This design comes from an exercise in tuning for small area and a short achievable clock period on the open sky130 flow, not from production work. The RTL was checked by simulation tests, not by an equivalence proof against the original design. Power figures rest on the tool's default switching activity, not on a simulated workload.

==> run P: inputs <==
// execute
module execute (
    input logic clk,
    input logic rst_n,
    input logic [31:0] instr_addr,  
    input logic [4:0] op_type,  
    input logic [6:0] op_spec,  
    input logic [4:0] rd_ind,  
    input logic [31:0] rs1_dat,  
    input logic [31:0] rs2_dat,  
    input logic [31:0] imm_val,  
    output logic [4:0] e_op_type,
    output logic [6:0] e_op_spec,
    output logic [4:0] e_rd_ind,
    output logic [31:0] e_reg_dat,
    output logic [31:0] e_jmp_addr,
    output logic e_jmp_tk,
    input logic flush,
    output logic [31:0] mem_addr_out,  
    output logic [31:0] mem_dat_out,  
    output logic mem_read_en,  
    output logic mem_write_en,  
    input logic stall_in_bk,  
    input logic stall_in_ft,  
    output logic stall_out_ft  
);
make LEC_CHECK=0 ABC_AREA=1 CAP_MARGIN=20 CORE_MARGIN=2 CORE_UTILIZATION=40 SLEW_MARGIN=20 finish   # period 110.0 ns
run.sh (not shown) runs the stock make flow with config.mk's settings and CLKGATE_MAP_FILE= SYNTH_SCRIPT=/design/flow/synth_recipe.tcl, a recipe that flattens the netlist after the stock synthesis.
==> run E (differences from run P) <==
--- a/flow/design.v
+++ b/flow/design.v
@@ -272,17 +272,17 @@
     output logic [31:0] mem_addr_out,  
     output logic [31:0] mem_dat_out,  
     output logic mem_read_en,  
     output logic mem_write_en,  
     input logic stall_in_bk,  
     input logic stall_in_ft,  
     output logic stall_out_ft  
 );
-    localparam int K = 14;
+    localparam int K = 13;
     logic t_ar, t_mem, t_br, t_jmp;
     assign t_ar  = (op_type == 5'd0);
     assign t_mem = (op_type == 5'd1);
     assign t_br  = (op_type == 5'd2);
     assign t_jmp = (op_type == 5'd3);
     logic [5:0] sp;
     assign sp = op_spec[5:0];
     logic [31:0] a, b;
@@ -316,39 +316,59 @@
         assign a_rev[i] = a[31 - i];
     end
     logic [31:0] shx;
     assign shx = (md_shr ? a_rev : a) ^ {32{md_sra}};
     logic [31:0] sdec;
     for (genvar i = 0; i < 32; ++i) begin : g_dec
         assign sdec[i] = (b[4:0] == i);
     end
+    logic [31:0] yd, ryd;
+    assign yd = b ^ {32{~b[31]}};
+    for (genvar i = 0; i < 32; ++i) begin : g_ryd
+        assign ryd[i] = yd[31 - i];
+    end
+    logic [31:0] PA [6];
+    logic [31:0] PO [6];
+    assign PA[0] = ryd;
+    assign PO[0] = b;
+    for (genvar l = 0; l < 5; ++l) begin : g_pl
+        for (genvar i = 0; i < 32; ++i) begin : g_pb
+            if (((i >> l) & 1) == 1) begin : g_m
+                assign PA[l + 1][i] = PA[l][i] & PA[l][((i >> l) << l) - 1];
+                assign PO[l + 1][i] = PO[l][i] | PO[l][((i >> l) << l) - 1];
+            end else begin : g_p
+                assign PA[l + 1][i] = PA[l][i];
+                assign PO[l + 1][i] = PO[l][i];
+            end
+        end
+    end
     logic [31:0] hz;
     assign hz[0] = 1'b1;
     for (genvar j = 1; j < 32; ++j) begin : g_hz
-        assign hz[j] = b[31] ? ((&b[31:32 - j]) & (|b[31 - j:0])) : ~|b[31:32 - j];
+        assign hz[j] = PA[5][j - 1] & (~b[31] | PO[5][31 - j]);
     end
     logic [31:0] md_y, md_ssel;
     logic md_ci;
-    assign md_y    = md_div ? (b ^ {32{~b[31]}}) : (md_sh ? shx : b);
+    assign md_y    = md_div ? yd : (md_sh ? shx : b);
     assign md_ci   = md_div & ~b[31];
     assign md_ssel = md_div ? hz : (md_sh ? sdec : a);
     logic [31:K] q_hi;
     logic [31:0] acc_mid;
     md_rows #(.JH(31), .JL(K), .STYLE(3)) u_md_hi (
         .div(md_div),
         .acc_in(md_div ? (a ^ {32{a[31]}}) : 32'b0),
         .y(md_y),
         .ci(md_ci),
         .ssel(md_ssel[31:K]),
         .q(q_hi),
         .acc_out(acc_mid)
     );
     logic nq;
-    assign nq = (a[31] ^ b[31]) & (b != 32'b0);
+    assign nq = (a[31] ^ b[31]) & PO[5][31];
     logic [31:0] reg_dat, jmp_addr;
     logic jmp_tk;
     always_comb begin
         reg_dat = 32'b0;
         if (t_ar) begin
             case (sp)
                 6'd0, 6'd1: reg_dat = as;
                 6'd2: reg_dat = a ^ b;
@@ -396,28 +416,28 @@
             7'd6: mem_dat_out = {16'b0, rs2_dat[15:0]};
             7'd7: mem_dat_out = rs2_dat;
             default: mem_dat_out = 32'b0;
         endcase
         if (!t_mem) mem_dat_out = 32'b0;
     end
     localparam int W = 17 + 32 + 32 + 1 + 1 + (32 - K) + K + 7;
     logic [W-1:0] e_d, e_q;
-    assign e_d = flush ? '0 : {
+    assign e_d = {
         op_type, op_spec, rd_ind,
         md_op ? acc_mid : reg_dat,
         md_op ? md_y : jmp_addr,
         jmp_tk,
         md_op,
         q_hi,
         md_ssel[K-1:0],
         md_div, md_shr, md_sh, md_sra, a[31], nq, md_ci
     };
     always_ff @(posedge clk) begin
-        if (~rst_n) e_q <= '0;
+        if (~rst_n | (flush & ~stall_in_ft)) e_q <= '0;
         else if (~stall_in_ft) e_q <= e_d;
     end
     logic [4:0] r_op_type, r_rd_ind;
     logic [6:0] r_op_spec;
     logic [31:0] r_f1, r_f2;
     logic r_jmp_tk, r_md;
     logic [31:K] r_q;
     logic [K-1:0] r_ss;
@@ -445,18 +465,20 @@
         assign en[i] = (ex[i] ^ ey[i]) ~^ (ex[i - 1] | ey[i - 1]);
     end
     logic e;
     assign e = r_a31 & (&en);
     logic [31:0] qx, qc, div_res, rem_res, md_rrev, md_res;
     logic qci;
     assign qx = md_q ^ {32{r_nq}};
     assign qci = r_nq ^ e;
-    pfx #(.N(32), .STYLE(0)) u_qc (.g({31'b0, qx[0] & qci}), .p(qx), .c(qc));
-    assign div_res = qx ^ {qc[30:0], qci};
+    logic [31:0] qx1;
+    pfx #(.N(32), .STYLE(0)) u_qc (.g({31'b0, qx[0]}), .p(qx), .c(qc));
+    assign qx1 = qx ^ {qc[30:0], 1'b1};
+    assign div_res = qci ? qx1 : qx;
     assign rem_res = r_a31 ? (e ? 32'b0 : ~md_r) : md_r;
     for (genvar i = 0; i < 32; ++i) begin : g_rrev
         assign md_rrev[i] = md_r[31 - i] ^ r_sra;
     end
     always_comb begin
         if (r_div) md_res = r_shr ? rem_res : div_res;
         else if (r_sh & r_shr) md_res = md_rrev;
         else md_res = md_r;
==> flow/flow/run.sh (new file) <==
#!/bin/bash
# The standard layout, except that the port buffers (one per input and output
# port, as standard) use buf_1 cells.
set -euo pipefail
W=$(pwd)
bash "$W/standard.sh" "BUFFER_PORTS_ARGS=-buffer_cell sky130_fd_sc_hd__buf_1" finish > "$W/flow_make.log" 2>&1
==> flow/standard.sh (new file) <==
#!/bin/bash
# synth_recipe.tcl (not shown) runs the flow's synth.tcl, then flattens the netlist and writes it again
# the make line also repeats each setting of config.mk as NAME=value (left out here)
make -C /OpenROAD-flow-scripts/flow DESIGN_CONFIG=/design/flow/config.mk WORK_HOME=/design/flow/orfs CLKGATE_MAP_FILE= SYNTH_SCRIPT=/design/flow/synth_recipe.tcl "${@:-finish}"
removed: flow/run.sh
==> comparison table <==
| metric | run E | run P |
|---|---|---|
| Post-Place Worst Slack | 56650 ps | 53980 ps |
| Average footprint of a synthesized cell | 5.409 um^2 | 5.381 um^2 |
| Launching point of the worst reg2reg path | e_q[58] | e_q[44] |
| Power density of the placed cells | 8.688 mW/mm^2 | 6.710 mW/mm^2 |
| Sequential share of the synthesized area | 4.398% | 4.444% |
| Worst slew margin relative to its limit | 16.07% | 22.27% |
| Final critical path time including I/O delays and setup | 54280 ps | 57270 ps |
| Clk pin slew, worst setup/hold paths | 90 ps | 60 ps |
| Met2 layer usage reported by global route | 59.40% | 58.33% |
| Pin count of the biggest net entering global routing | 86 | 77 |
| Start point of the worst hold path | e_q[120] | e_q[120] |
| Initial antenna violation count | 33 | 10 |
| Outcome | no timing/DRC/antenna violations | no timing/DRC/antenna violations |
| Synthesized-area fraction occupied by ao, oa, aoi and oai cells | 14.03% | 14.33% |
| Average vias per placed instance | 5.612 | 5.754 |
| Fraction of met3 tracks used by global routing | 6.480% | 6.913% |
| Number of non-clock buffers | 465 | 471 |
| Number of diodes | 8 | 3 |
| Combinational logic power | 0.376 mW | 0.278 mW |
| Share of layout cells above drive strength 1 | 9.289% | 9.622% |
| Row count | 136 | 135 |
| Via count of the first global-routing pass | 60640 | 59890 |
| Worst Path Arrival | 32280 ps | 35270 ps |
| Drt first pass iters | 10 | 9 |
| Met2 Wirelength | 117.8 mm | 116.2 mm |


==> build 66 <==
Another version of the RTL of execute (not shown whole).
==> flow/design.v (excerpt) <==
module execute (
    input logic clk,
    input logic rst_n,
    input logic [31:0] instr_addr,  
    input logic [4:0] op_type,  
    input logic [6:0] op_spec,  
    input logic [4:0] rd_ind,  
    input logic [31:0] rs1_dat,  
    input logic [31:0] rs2_dat,  
    input logic [31:0] imm_val,  
    output logic [4:0] e_op_type,
    output logic [6:0] e_op_spec,
    output logic [4:0] e_rd_ind,
    output logic [31:0] e_reg_dat,
    output logic [31:0] e_jmp_addr,
    output logic e_jmp_tk,
    input logic flush,
    output logic [31:0] mem_addr_out,  
    output logic [31:0] mem_dat_out,  
    output logic mem_read_en,  
    output logic mem_write_en,  
    input logic stall_in_bk,  
    input logic stall_in_ft,  
    output logic stall_out_ft  
);
    localparam int K = 11;
    logic t_ar, t_mem, t_br, t_jmp;
    assign t_ar  = (op_type == 5'd0);
    assign t_mem = (op_type == 5'd1);
    assign t_br  = (op_type == 5'd2);
    assign t_jmp = (op_type == 5'd3);
    logic [5:0] sp;
    assign sp = op_spec[5:0];
    logic [31:0] a, b;
    assign a = rs1_dat;
    assign b = op_spec[6] ? imm_val : rs2_dat;
    logic do_sub;
    assign do_sub = t_br | (t_ar & (sp != 6'd0));
    logic [31:0] cb;
    assign cb = t_ar ? b : (t_br ? rs2_dat : imm_val);
    logic [31:0] as;
    logic as_co;
    fadd u_as (.x(a), .y(cb ^ {32{do_sub}}), .ci(do_sub), .s(as), .co(as_co));
    logic ltu, lt, eq;
    assign ltu = ~as_co;
    assign lt  = (a[31] ^ cb[31]) ? a[31] : ltu;
    assign eq  = (as == 32'b0);
    logic [31:0] pc_imm, pc4;
    logic unused_co1, unused_co2;
    radd #(.N(32)) u_pci (.x(instr_addr), .y(imm_val), .ci(1'b0), .s(pc_imm), .co(unused_co1));
    radd #(.N(30)) u_pc4 (.x(instr_addr[31:2]), .y(30'b0), .ci(1'b1), .s(pc4[31:2]), .co(unused_co2));
    assign pc4[1:0] = instr_addr[1:0];
    logic md_op, md_div, md_shr, md_sra, md_sh;
    assign md_op  = t_ar & ((sp == 6'd5) | (sp == 6'd6) | (sp == 6'd7) | (sp == 6'd13)
                          | (sp == 6'd17) | (sp == 6'd19));
    assign md_div = sp[4];                    
  ...
==> flow/config.mk <==
export PLATFORM = sky130hd
export DESIGN_NAME = execute
export DESIGN_NICKNAME = execute
export VERILOG_FILES = /design/flow/design.v
export SDC_FILE = /design/flow/constraint.sdc
export NUM_CORES = 4
export LEC_CHECK = 0
export ABC_AREA = 1
export CAP_MARGIN = 20
export CORE_MARGIN = 2
export CORE_UTILIZATION = 50
export PLACE_DENSITY = 0.65
export SLEW_MARGIN = 20
export SYNTH_HIERARCHICAL = 1
export SYNTH_MINIMUM_KEEP_SIZE = 0
==> flow/constraint.sdc <==
create_clock -name core_clock -period 110.0 [get_ports {clk}]
set_input_delay 22.0000 -clock core_clock [delete_from_list [all_inputs] [get_ports {clk}]]
set_output_delay 22.0000 -clock core_clock [all_outputs]
set_load 0.01 [all_outputs]
standard.sh (not shown) runs the stock make flow with config.mk's settings and CLKGATE_MAP_FILE= SYNTH_SCRIPT=/design/flow/synth_recipe.tcl, a recipe that flattens the netlist after the stock synthesis.
==> flow/flow/run.sh <==
#!/bin/bash
# The standard layout, except that synthesis maps some modules (kept separate by
# SYNTH_HIERARCHICAL) with their own ABC scripts and delay targets:
#   md_rows_hi / md_rows_lo (the multiply/divide array rows before / after the
#   result register): flow/abc_hi.script / flow/abc_lo.script
#   execute (the top module's own logic): flow/abc_top.script
#   fadd (the ALU / address adder): flow/abc_fadd.script
# Every other module uses the standard ABC script.
# Port buffers (one per input and output port, as standard) use buf_1 cells.
set -euo pipefail
W=$(pwd)
F=$W/flow
{
  cat <<EOT
proc abc {args} {
  set i [lsearch -exact \$args -script]
  foreach {sel scr} {*md_rows_hi* abc_hi *md_rows_lo* abc_lo execute abc_top fadd abc_fadd} {
    yosys abc {*}[lreplace \$args [expr {\$i + 1}] [expr {\$i + 1}] $F/\$scr.script] \$sel
  }
  yosys abc {*}\$args * *md_rows_hi* %d *md_rows_lo* %d execute %d fadd %d
}
EOT
  cat "$W/synth_recipe.tcl"
} > "$W/synth_split.tcl"
bash "$W/standard.sh" SYNTH_SCRIPT="$W/synth_split.tcl" "BUFFER_PORTS_ARGS=-buffer_cell sky130_fd_sc_hd__buf_1" finish > "$W/flow_make.log" 2>&1
==> flow/flow/abc_fadd.script <==
strash
dch
map -D 3500
topo
stime -c
buffer -c
upsize -c -D 3500
dnsize -c -D 3500
==> flow/flow/abc_hi.script <==
strash
dch
map -D 26000
topo
stime -c
buffer -c
upsize -c -D 26000
dnsize -c -D 26000
==> flow/flow/abc_lo.script <==
strash
dch
map -D 26000
topo
stime -c
buffer -c
upsize -c -D 26000
dnsize -c -D 26000
==> flow/flow/abc_top.script <==
strash
dch
map -D 2000
topo
stime -c
buffer -c
upsize -c -D 2000
dnsize -c -D 2000
==> build 45 (differences from build 66) <==
--- a/flow/design.v
+++ b/flow/design.v
@@ -129,58 +129,69 @@
         end
     end
     assign s = x ^ {G[5][30:0], ci};
 endmodule
 module md_rows_hi #(
-    parameter int JH = 0,
+    parameter int JH = 31,
     parameter int JL = 0
 ) (
     input  logic           div,
     input  logic [31:0]    acc_in,
     input  logic [31:0]    y,
     input  logic           ci,
     input  logic [JH:JL]   ssel,
     output logic [JH:JL]   q,
     output logic [31:0]    acc_out
 );
-    function automatic [31:0] bk32(input [31:0] g, input [31:0] p);
-        reg [31:0] G, P;
-        integer l, i;
+    function automatic integer lg2(input integer n);
         begin
-            G = g;
-            P = p;
-            for (l = 0; l < 5; l = l + 1)
-                for (i = 0; i < 32; i = i + 1)
-                    if (((i + 1) % (1 << (l + 1))) == 0) begin
-                        G[i] = G[i] | (P[i] & G[i - (1 << l)]);
-                        P[i] = P[i] & P[i - (1 << l)];
-                    end
-            for (l = 3; l >= 0; l = l - 1)
-                for (i = 0; i < 32; i = i + 1)
-                    if (((i + 1) % (1 << (l + 1))) == (1 << l) && i >= (1 << (l + 1))) begin
-                        G[i] = G[i] | (P[i] & G[i - (1 << l)]);
-                        P[i] = P[i] & P[i - (1 << l)];
-                    end
-            bk32 = G;
+            lg2 = 0;
+            while ((1 << lg2) < n) lg2 = lg2 + 1;
         end
     endfunction
     logic [31:0] acc [JL:JH + 1];
     assign acc[JH + 1] = acc_in;
     for (genvar j = JH; j >= JL; --j) begin : g_row
         localparam int N = 32 - j;
+        localparam int L = (N <= 1) ? 1 : lg2(N);
+        localparam int M = 1 << L;
         logic [N-1:0] x, yy, c, cin;
         logic co, sel;
-        logic [31:0] gg, pp, cc;
         assign x = acc[j + 1][31:j];
         assign yy = y[N-1:0];
-        assign gg = (x & yy) | {{(N - 1){1'b0}}, ci & (x[0] | yy[0])};
-        assign pp = x | yy;
-        assign cc = bk32(gg, pp);
-        assign c = cc[N-1:0];
+        logic [M-1:0] G [2 * L];
+        logic [M-1:0] P [2 * L];
+        assign G[0] = {{(M - N){1'b0}}, (x & yy) | {{(N - 1){1'b0}}, ci & (x[0] | yy[0])}};
+        assign P[0] = {{(M - N){1'b0}}, x | yy};
+        for (genvar l = 0; l < L; ++l) begin : g_up
+            for (genvar i = 0; i < M; ++i) begin : g_b
+                if (((i + 1) % (1 << (l + 1))) == 0) begin : g_m
+                    assign G[l + 1][i] = G[l][i] | (P[l][i] & G[l][i - (1 << l)]);
+                    assign P[l + 1][i] = P[l][i] & P[l][i - (1 << l)];
+                end else begin : g_p
+                    assign G[l + 1][i] = G[l][i];
+                    assign P[l + 1][i] = P[l][i];
+                end
+            end
+        end
+        for (genvar d = 0; d < L - 1; ++d) begin : g_dn
+            localparam int LL = L - 2 - d;
+            for (genvar i = 0; i < M; ++i) begin : g_b
+                if (((i + 1) % (1 << (LL + 1))) == (1 << LL) && i >= (1 << (LL + 1))) begin : g_m
+                    assign G[L + d + 1][i] = G[L + d][i] | (P[L + d][i] & G[L + d][i - (1 << LL)]);
+                    assign P[L + d + 1][i] = P[L + d][i] & P[L + d][i - (1 << LL)];
+                end else begin : g_p
+                    assign G[L + d + 1][i] = G[L + d][i];
+                    assign P[L + d + 1][i] = P[L + d][i];
+                end
+            end
+        end
         if (N > 1) begin : g_n
+            assign c = G[2 * L - 1][N-1:0];
             assign cin = {c[N-2:0], ci};
         end else begin : g_1
+            assign c = G[0][0];
             assign cin = ci;
         end
         assign co = c[N-1];
         assign sel = div ? (co & ssel[j]) : ssel[j];
         assign q[j] = sel;
@@ -191,59 +202,69 @@
         end
     end
     assign acc_out = acc[JL];
 endmodule
 module md_rows_lo #(
-    parameter int JH = 0,
+    parameter int JH = 31,
     parameter int JL = 0
 ) (
     input  logic           div,
     input  logic [31:0]    acc_in,
     input  logic [31:0]    y,
     input  logic           ci,
     input  logic [JH:JL]   ssel,
     output logic [JH:JL]   q,
-    output logic [31:0]    acc_last,    
     output logic [31:0]    acc_out
 );
-    function automatic [31:0] bk32(input [31:0] g, input [31:0] p);
-        reg [31:0] G, P;
-        integer l, i;
+    function automatic integer lg2(input integer n);
         begin
-            G = g;
-            P = p;
-            for (l = 0; l < 5; l = l + 1)
-                for (i = 0; i < 32; i = i + 1)
-                    if (((i + 1) % (1 << (l + 1))) == 0) begin
-                        G[i] = G[i] | (P[i] & G[i - (1 << l)]);
-                        P[i] = P[i] & P[i - (1 << l)];
-                    end
-            for (l = 3; l >= 0; l = l - 1)
-                for (i = 0; i < 32; i = i + 1)
-                    if (((i + 1) % (1 << (l + 1))) == (1 << l) && i >= (1 << (l + 1))) begin
-                        G[i] = G[i] | (P[i] & G[i - (1 << l)]);
-                        P[i] = P[i] & P[i - (1 << l)];
-                    end
-            bk32 = G;
+            lg2 = 0;
+            while ((1 << lg2) < n) lg2 = lg2 + 1;
         end
     endfunction
     logic [31:0] acc [JL:JH + 1];
     assign acc[JH + 1] = acc_in;
     for (genvar j = JH; j >= JL; --j) begin : g_row
         localparam int N = 32 - j;
+        localparam int L = (N <= 1) ? 1 : lg2(N);
+        localparam int M = 1 << L;
         logic [N-1:0] x, yy, c, cin;
         logic co, sel;
-        logic [31:0] gg, pp, cc;
         assign x = acc[j + 1][31:j];
         assign yy = y[N-1:0];
-        assign gg = (x & yy) | {{(N - 1){1'b0}}, ci & (x[0] | yy[0])};
-        assign pp = x | yy;
-        assign cc = bk32(gg, pp);
-        assign c = cc[N-1:0];
+        logic [M-1:0] G [2 * L];
+        logic [M-1:0] P [2 * L];
+        assign G[0] = {{(M - N){1'b0}}, (x & yy) | {{(N - 1){1'b0}}, ci & (x[0] | yy[0])}};
+        assign P[0] = {{(M - N){1'b0}}, x | yy};
+        for (genvar l = 0; l < L; ++l) begin : g_up
+            for (genvar i = 0; i < M; ++i) begin : g_b
+                if (((i + 1) % (1 << (l + 1))) == 0) begin : g_m
+                    assign G[l + 1][i] = G[l][i] | (P[l][i] & G[l][i - (1 << l)]);
+                    assign P[l + 1][i] = P[l][i] & P[l][i - (1 << l)];
+                end else begin : g_p
+                    assign G[l + 1][i] = G[l][i];
+                    assign P[l + 1][i] = P[l][i];
+                end
+            end
+        end
+        for (genvar d = 0; d < L - 1; ++d) begin : g_dn
+            localparam int LL = L - 2 - d;
+            for (genvar i = 0; i < M; ++i) begin : g_b
+                if (((i + 1) % (1 << (LL + 1))) == (1 << LL) && i >= (1 << (LL + 1))) begin : g_m
+                    assign G[L + d + 1][i] = G[L + d][i] | (P[L + d][i] & G[L + d][i - (1 << LL)]);
+                    assign P[L + d + 1][i] = P[L + d][i] & P[L + d][i - (1 << LL)];
+                end else begin : g_p
+                    assign G[L + d + 1][i] = G[L + d][i];
+                    assign P[L + d + 1][i] = P[L + d][i];
+                end
+            end
+        end
         if (N > 1) begin : g_n
+            assign c = G[2 * L - 1][N-1:0];
             assign cin = {c[N-2:0], ci};
         end else begin : g_1
+            assign c = G[0][0];
             assign cin = ci;
         end
         assign co = c[N-1];
         assign sel = div ? (co & ssel[j]) : ssel[j];
         assign q[j] = sel;
@@ -251,11 +272,10 @@
             assign acc[j] = {x ^ ({N{sel}} & (yy ^ cin)), acc[j + 1][j-1:0]};
         end else begin : g_lo0
             assign acc[j] = x ^ ({N{sel}} & (yy ^ cin));
         end
     end
-    assign acc_last = acc[JL + 1];
     assign acc_out = acc[JL];
 endmodule
 module execute (
     input logic clk,
     input logic rst_n,
@@ -279,11 +299,11 @@
     output logic mem_write_en,  
     input logic stall_in_bk,  
     input logic stall_in_ft,  
     output logic stall_out_ft  
 );
-    localparam int K = 11;
+    localparam int K = 13;
     logic t_ar, t_mem, t_br, t_jmp;
     assign t_ar  = (op_type == 5'd0);
     assign t_mem = (op_type == 5'd1);
     assign t_br  = (op_type == 5'd2);
     assign t_jmp = (op_type == 5'd3);
@@ -447,54 +467,37 @@
     logic [K-1:0] r_ss;
     logic r_div, r_shr, r_sh, r_sra, r_a31, r_nq, r_ci;
     assign {r_op_type, r_op_spec, r_rd_ind, r_f1, r_f2, r_jmp_tk, r_md, r_q, r_ss,
             r_div, r_shr, r_sh, r_sra, r_a31, r_nq, r_ci} = e_q;
     logic [K-1:0] q_lo;
-    logic [31:0] md_x0;
     logic [31:0] md_r;
     md_rows_lo #(.JH(K - 1), .JL(0)) u_md_lo (
         .div(r_div),
         .acc_in(r_f1),
         .y(r_f2),
         .ci(r_ci),
         .ssel(r_ss),
         .q(q_lo),
-        .acc_last(md_x0),
         .acc_out(md_r)
     );
     logic [31:0] md_q;
     assign md_q = {r_q, q_lo};
-    logic [31:0] eb1, eb2, et1, et2;
-    assign eb1 = r_f2;
-    assign eb2 = {r_f2[30:0], r_ci};
-    assign et1[0] = md_x0[0] ^ eb1[0] ^ r_ci;
-    assign et2[0] = md_x0[0] ^ eb2[0] ^ r_ci;
+    logic [31:0] ex, ey, en;
+    assign ex = ~md_r;
+    assign ey = ~r_f2;
+    assign en[0] = (ex[0] ^ ey[0]) ~^ ~r_ci;
     for (genvar i = 1; i < 32; ++i) begin : g_e
-        assign et1[i] = md_x0[i] ^ eb1[i] ^ (md_x0[i - 1] & eb1[i - 1]);
-        assign et2[i] = md_x0[i] ^ eb2[i] ^ (md_x0[i - 1] & eb2[i - 1]);
+        assign en[i] = (ex[i] ^ ey[i]) ~^ (ex[i - 1] | ey[i - 1]);
     end
     logic e;
-    assign e = r_a31 & (q_lo[0] ? (&et2) : (&et1));
-    logic [31:0] qx, qx1, div_res, rem_res, md_rrev, md_res;
+    assign e = r_a31 & (&en);
+    logic [31:0] qx, div_res, rem_res, md_rrev, md_res;
     logic qci;
     assign qx = md_q ^ {32{r_nq}};
     assign qci = r_nq ^ e;
-    logic [31:0] QA [6];
-    assign QA[0] = {qx[30:1], 2'b11};    
-    for (genvar l = 0; l < 5; ++l) begin : g_ql
-        for (genvar i = 0; i < 32; ++i) begin : g_qb
-            if (((i >> l) & 1) == 1 && i > 0) begin : g_m
-                assign QA[l + 1][i] = QA[l][i] & QA[l][((i >> l) << l) - 1];
-            end else begin : g_p
-                assign QA[l + 1][i] = QA[l][i];
-            end
-        end
-    end
-    assign qx1[0] = ~qx[0];
-    for (genvar i = 1; i < 32; ++i) begin : g_qi
-        assign qx1[i] = qx[i] ^ (qx[0] & QA[5][i]);
-    end
+    logic [31:0] qx1;
+    finc u_qc (.x(qx), .ci(1'b1), .s(qx1));
     assign div_res = qci ? qx1 : qx;
     assign rem_res = r_a31 ? (e ? 32'b0 : ~md_r) : md_r;
     for (genvar i = 0; i < 32; ++i) begin : g_rrev
         assign md_rrev[i] = md_r[31 - i] ^ r_sra;
     end
==> flow/flow/run.sh (replaced) <==
#!/bin/bash
# The standard layout, except that synthesis maps some modules (kept separate by
# SYNTH_HIERARCHICAL) with their own ABC scripts and delay targets:
#   md_rows_hi / md_rows_lo (the multiply/divide array rows before / after the
#   result register): flow/abc_hi.script / flow/abc_lo.script
#   execute (the top module's own logic): flow/abc_top.script
# Every other module (the fast adders) uses the standard ABC script.
set -euo pipefail
W=$(pwd)
F=$W/flow
{
  cat <<EOT
proc abc {args} {
  set i [lsearch -exact \$args -script]
  foreach {sel scr} {*md_rows_hi* abc_hi *md_rows_lo* abc_lo execute abc_top} {
    yosys abc {*}[lreplace \$args [expr {\$i + 1}] [expr {\$i + 1}] $F/\$scr.script] \$sel
  }
  yosys abc {*}\$args * *md_rows_hi* %d *md_rows_lo* %d execute %d
}
EOT
  cat "$W/synth_recipe.tcl"
} > "$W/synth_split.tcl"
bash "$W/standard.sh" SYNTH_SCRIPT="$W/synth_split.tcl" finish > "$W/flow_make.log" 2>&1
==> flow/flow/abc_hi.script (replaced) <==
strash
dch
map -D 20000
topo
stime -c
buffer -c
upsize -c -D 20000
dnsize -c -D 20000
==> flow/flow/abc_lo.script (replaced) <==
strash
dch
map -D 20000
topo
stime -c
buffer -c
upsize -c -D 20000
dnsize -c -D 20000
==> flow/flow/abc_top.script (replaced) <==
strash
dch
map -D 2500
topo
stime -c
buffer -c
upsize -c -D 2500
dnsize -c -D 2500
Settings changed: CORE_UTILIZATION 50 to 60, PLACE_DENSITY 0.65 to 0.75.
removed: flow/flow/abc_fadd.script
==> trial 91 (differences from build 66) <==
--- a/flow/design.v
+++ b/flow/design.v
@@ -279,11 +279,11 @@
     output logic mem_write_en,  
     input logic stall_in_bk,  
     input logic stall_in_ft,  
     output logic stall_out_ft  
 );
-    localparam int K = 11;
+    localparam int K = 12;
     logic t_ar, t_mem, t_br, t_jmp;
     assign t_ar  = (op_type == 5'd0);
     assign t_mem = (op_type == 5'd1);
     assign t_br  = (op_type == 5'd2);
     assign t_jmp = (op_type == 5'd3);
--- a/flow/flow/run.sh
+++ b/flow/flow/run.sh
@@ -4,11 +4,10 @@
 #   md_rows_hi / md_rows_lo (the multiply/divide array rows before / after the
 #   result register): flow/abc_hi.script / flow/abc_lo.script
 #   execute (the top module's own logic): flow/abc_top.script
 #   fadd (the ALU / address adder): flow/abc_fadd.script
 # Every other module uses the standard ABC script.
-# Port buffers (one per input and output port, as standard) use buf_1 cells.
 set -euo pipefail
 W=$(pwd)
 F=$W/flow
 {
   cat <<EOT
@@ -20,6 +19,6 @@
   yosys abc {*}\$args * *md_rows_hi* %d *md_rows_lo* %d execute %d fadd %d
 }
 EOT
   cat "$W/synth_recipe.tcl"
 } > "$W/synth_split.tcl"
-bash "$W/standard.sh" SYNTH_SCRIPT="$W/synth_split.tcl" "BUFFER_PORTS_ARGS=-buffer_cell sky130_fd_sc_hd__buf_1" finish > "$W/flow_make.log" 2>&1
+bash "$W/standard.sh" SYNTH_SCRIPT="$W/synth_split.tcl" finish > "$W/flow_make.log" 2>&1
==> summary of the runs <==
Build 45 ended with an error in global routing (5_1_grt) (GRT-0116). Build 66 finished with timing, DRC and antenna clean. Trial 91 passed the timing, design-rule and antenna checks.
Of build 66 and trial 91, build 66 has the higher worst setup slack (gap 2700 ps).
Between build 66 and trial 91, the lower register-to-register slack is in trial 91 (gap 380 ps).
Core utilization: build 66 is lower than trial 91 (1.9 points).
Critical path depth: build 66 is lower than trial 91 (8).
In build 66 the clock power is larger than in trial 91, by 5.3%.
Of trial 91 and build 66, build 66 has the higher non-clock buffer count (gap 8).
In build 66 the sequential share of layout area is higher than in trial 91, by 0.17 points.
In clock skew, trial 91 and build 66 do not differ.

re-timing with driven ports:
Ports are ideal in the flow. The routed layouts listed here were re-timed in OpenROAD.
Step 1: set_driving_cell puts a clkbuf_16 on clk and a buf_2 on each other input, an assumption about the parent block.
Step 2 adds t to the input delays and takes it off the output delays; t is the mean of the earliest and latest rising clock arrival at the registers after step 1. Input paths then give back, and output paths get back, about the clock's delay inside the block.
a / b / c = ideal ports / drivers / drivers and shift; a / b = the first two.
run | shift t [ns] | slack for setup (ns) | slew at the worst register clock pin (ns)
run P | 0.530 | 52.729 / 52.673 / 53.203 | 0.07 / 0.07
run E | 0.567 | 55.720 / 55.657 / 56.223 | 0.09 / 0.09
build 66 | 0.529 | 49.069 / 49.007 / 48.806 | 0.09 / 0.09
trial 91 | 0.522 | 46.404 / 46.345 / 46.867 | 0.07 / 0.07
After both steps setup and hold are still met in every run listed. The setup slack of build 66, which loses most, moves by -0.062 ns with the drivers and by -0.263 ns with both steps.
